Context: an optimization exercise on an open-source flow, tuned for small area, a short achievable clock period and few clock cycles. The choices shown serve that exercise and are no tape-out recipe.
RTL that was checked went through simulation tests only; none was proved equivalent to the original.
Power and IR drop assume default switching activity.

04-03:
==> flow/design.v (excerpt) <==
module GenTrianglePoints(
   i_clk, i_rst, i_start, i_v1, i_v2, i_v3,
   o_write, o_done, o_point
);
clock: 24.0 ns
lec_check: 0
cap_margin: 30
core_margin: 2
core_utilization: 30
slew_margin: 20
run.sh (not shown) runs the stock make flow with config.mk's settings and CLKGATE_MAP_FILE= SYNTH_SCRIPT=/design/flow/synth_recipe.tcl, a recipe that flattens the netlist after the stock synthesis.
Testbench counts of 04-03, summed over its fixed seeds: cycles 177,487.
Here is what was changed in the inputs of 08-10 compared with 04-03.
-- flow/design.v --
<<< 04-03, line 66
   wire signed [11:0] ymx = {yhm, yhi};
   wire signed [11:0] mxy = (ymx > SCREEN_HEIGHT) ? SCREEN_HEIGHT : ymx;
   wire signed [11:0] y0s = {1'b0, y};
   wire signed [11:0] by1 = (mxy > y0s) ? mxy - 12'sd1 : y0s;
   function [19:0] opnd;
      input [15:0] fx, fy;
>>> 08-10, line 66
   wire signed [11:0] ymx = {yhm, yhi};
   wire signed [11:0] mxy = (ymx > SCREEN_HEIGHT) ? SCREEN_HEIGHT : ymx;
   wire signed [11:0] by1 = (mxy > $signed({1'b0, y})) ? mxy - 12'sd1 : {1'b0, y};
   function [19:0] opnd;
      input [15:0] fx, fy;
--- outcome ---
First-pass GRT wire length came out exactly the same in 04-03 and 08-10. Reported net switching power came out exactly the same in 04-03 and 08-10. As far as area after synthesis goes, 04-03 and 08-10 are indistinguishable; the numbers are identical. Changes observed in 08-10 relative to 04-03: instance count on the critical path closely matched the old numbers, flip-flop and latch count roughly the same, final setup skew stayed essentially flat. Comparing 04-03 against 08-10, there is no change at all in share of final layout cell area taken by non-clock buffers. On net count reported at finish, 04-03 tracks 08-10 almost exactly. [compare] base=04-03 new=08-10: remaining global-route overflow ~0 delta; time the final worst path needs with I/O delays and setup saw little to no change. From 04-03 to 08-10, register bit total from synthesis did not move at all.
No functional check of the RTL was part of 08-10.

* * *

GenTrianglePoints, a different RTL version from the one above (not shown whole).
Size in the first run: roughly 2,900 cells after synthesis, about 230 I/O pins.
Settings: LEC_CHECK=0, CAP_MARGIN=30, CORE_MARGIN=2, CORE_UTILIZATION=30, SLEW_MARGIN=20; clock period 24.0 ns.
standard.sh (not shown) runs the stock make flow with config.mk's settings and CLKGATE_MAP_FILE= SYNTH_SCRIPT=/design/flow/synth_recipe.tcl, a recipe that flattens the netlist after the stock synthesis.
==> flow/flow/run.sh <==
#!/bin/bash
# The standard layout, with plain buffers (rather than delay buffers) on the ports.
set -euo pipefail
export BUFFER_PORTS_ARGS="-buffer_cell sky130_fd_sc_hd__buf_2"
bash standard.sh > standard.log 2>&1
The first run completed without violations.
Then changed:
--- a/flow/design.v
+++ b/flow/design.v
@@ -203,23 +203,21 @@
    wire ndp0 = n_top ? (nabit | nb0) : (nabit & ~nb0);
    wire ndp1 = n_top ? (nabit | nb1) : (nabit & ~nb1);
    wire ndp2 = n_top ? (nabit | nb2) : (nabit & ~nb2);
    wire ndn0 = ~n_top & ~nabit & nb0;
    wire ndn1 = ~n_top & ~nabit & nb1;
    wire ndn2 = ~n_top & ~nabit & nb2;
+   wire e_en  = st_mul | row_fwd | row_back | walk_mv | sw_fwd | down_mv;
    wire [10:0] x_inc = x + 11'd1;
    wire [10:0] x_dec = x - 11'd1;
    wire x_fwd_mv  = row_fwd | sw_fwd;
    wire x_back_mv = row_back | walk_mv;
-   wire [10:0] x_nx = st_box ? bx0[10:0] :
-                      (x_fwd_mv | x_back_mv) ? ((x_fwd_mv ^ dir) ? x_dec : x_inc) : x;
-   wire [10:0] xa_n = n_dir ? xhi : xlo;
-   wire [10:0] xb_n = n_dir ? xlo : xhi;
-   wire hz_n = ((n_sweep | (n_row & n_rsf)) & (x_nx == xa_n)) | (n_walk & (x_nx == xb_n));
    always @(posedge i_clk) begin
-      e0 <= s0;  e1 <= s1;  e2 <= s2;
+      if (e_en) begin
+         e0 <= s0;  e1 <= s1;  e2 <= s2;
+      end
       if (cap | st_dx) begin
          mx0 <= cap ? {i_v1[14], i_v1[14:0]} : s0[15:0];
          mx1 <= cap ? {i_v2[14], i_v2[14:0]} : s1[15:0];
          mx2 <= cap ? {i_v3[14], i_v3[14:0]} : s2[15:0];
       end
       if (cap | st_dy) begin
@@ -282,13 +280,13 @@
          cn1 <= n_hb ? ndp1 : ndn1;
          cn2 <= n_hb ? ndp2 : ndn2;
          cdbl  <= ~n_hb & ~n_top;
          cpass <= n_hb;
       end else begin
          {cxa0, cxa1, cxa2} <= {3{n_down}};
-         {cya0, cya1, cya2} <= {3{~n_down & ~hz_n}};
+         {cya0, cya1, cya2} <= {3{~n_down}};
          {cxr0, cxr1, cxr2} <= 3'b000;
          {cyr0, cyr1, cyr2} <= 3'b000;
          cn0 <= ~n_down & (n_back ^ n_dir);
          cn1 <= ~n_down & (n_back ^ n_dir);
          cn2 <= ~n_down & (n_back ^ n_dir);
          cdbl  <= 1'b0;
Worst hold slack degrades by 0.0038 ns.
Design area went down by 0.96%.
Total power went down by 7.0%.
Global-route usage went down by 0.79 points.
Count of clock-buffer cells in the layout went down by 13.
Worst setup slack improves by 0.67 ns.
Area after synthesis went down by 1.8%.
Core utilization went up by 0.32 points.
Testbench counts after the change, summed over its fixed seeds: cycles 177,487.
No functional check of the RTL was part of the first run of this note.

## what the ideal ports hide
The results above use ideal ports. As a check the final layouts listed here were re-extracted and re-timed, cells and wires unchanged. Step 1 (the two cells are an assumption about what drives the block):
set clk [get_ports {i_clk}]
set_driving_cell -lib_cell sky130_fd_sc_hd__clkbuf_16 $clk
set_driving_cell -lib_cell sky130_fd_sc_hd__buf_2 [delete_from_list [all_inputs] $clk]
Step 2 times the ports against the registers' clock, not the clock port: input delays grow and output delays shrink by t, the midpoint of the rising clock arrivals with the driver on. a / b / c = ideal ports / drivers / drivers and shift; a / b = the first two.
| run | t, ns | setup slack, ns | worst register clock-pin slew, ns |
|---|---|---|---|
| 04-03 | 0.650 | 17.752 / 17.685 / 18.044 | 0.07 / 0.07 |
| 08-10 | 0.650 | 17.752 / 17.685 / 18.044 | 0.07 / 0.07 |
| the first run of note 2 | 0.662 | 17.478 / 17.478 / 17.478 | 0.06 / 0.06 |
| the second run of note 2 | 0.647 | 18.152 / 18.082 / 18.361 | 0.07 / 0.07 |
After both steps every run listed still meets setup and hold.
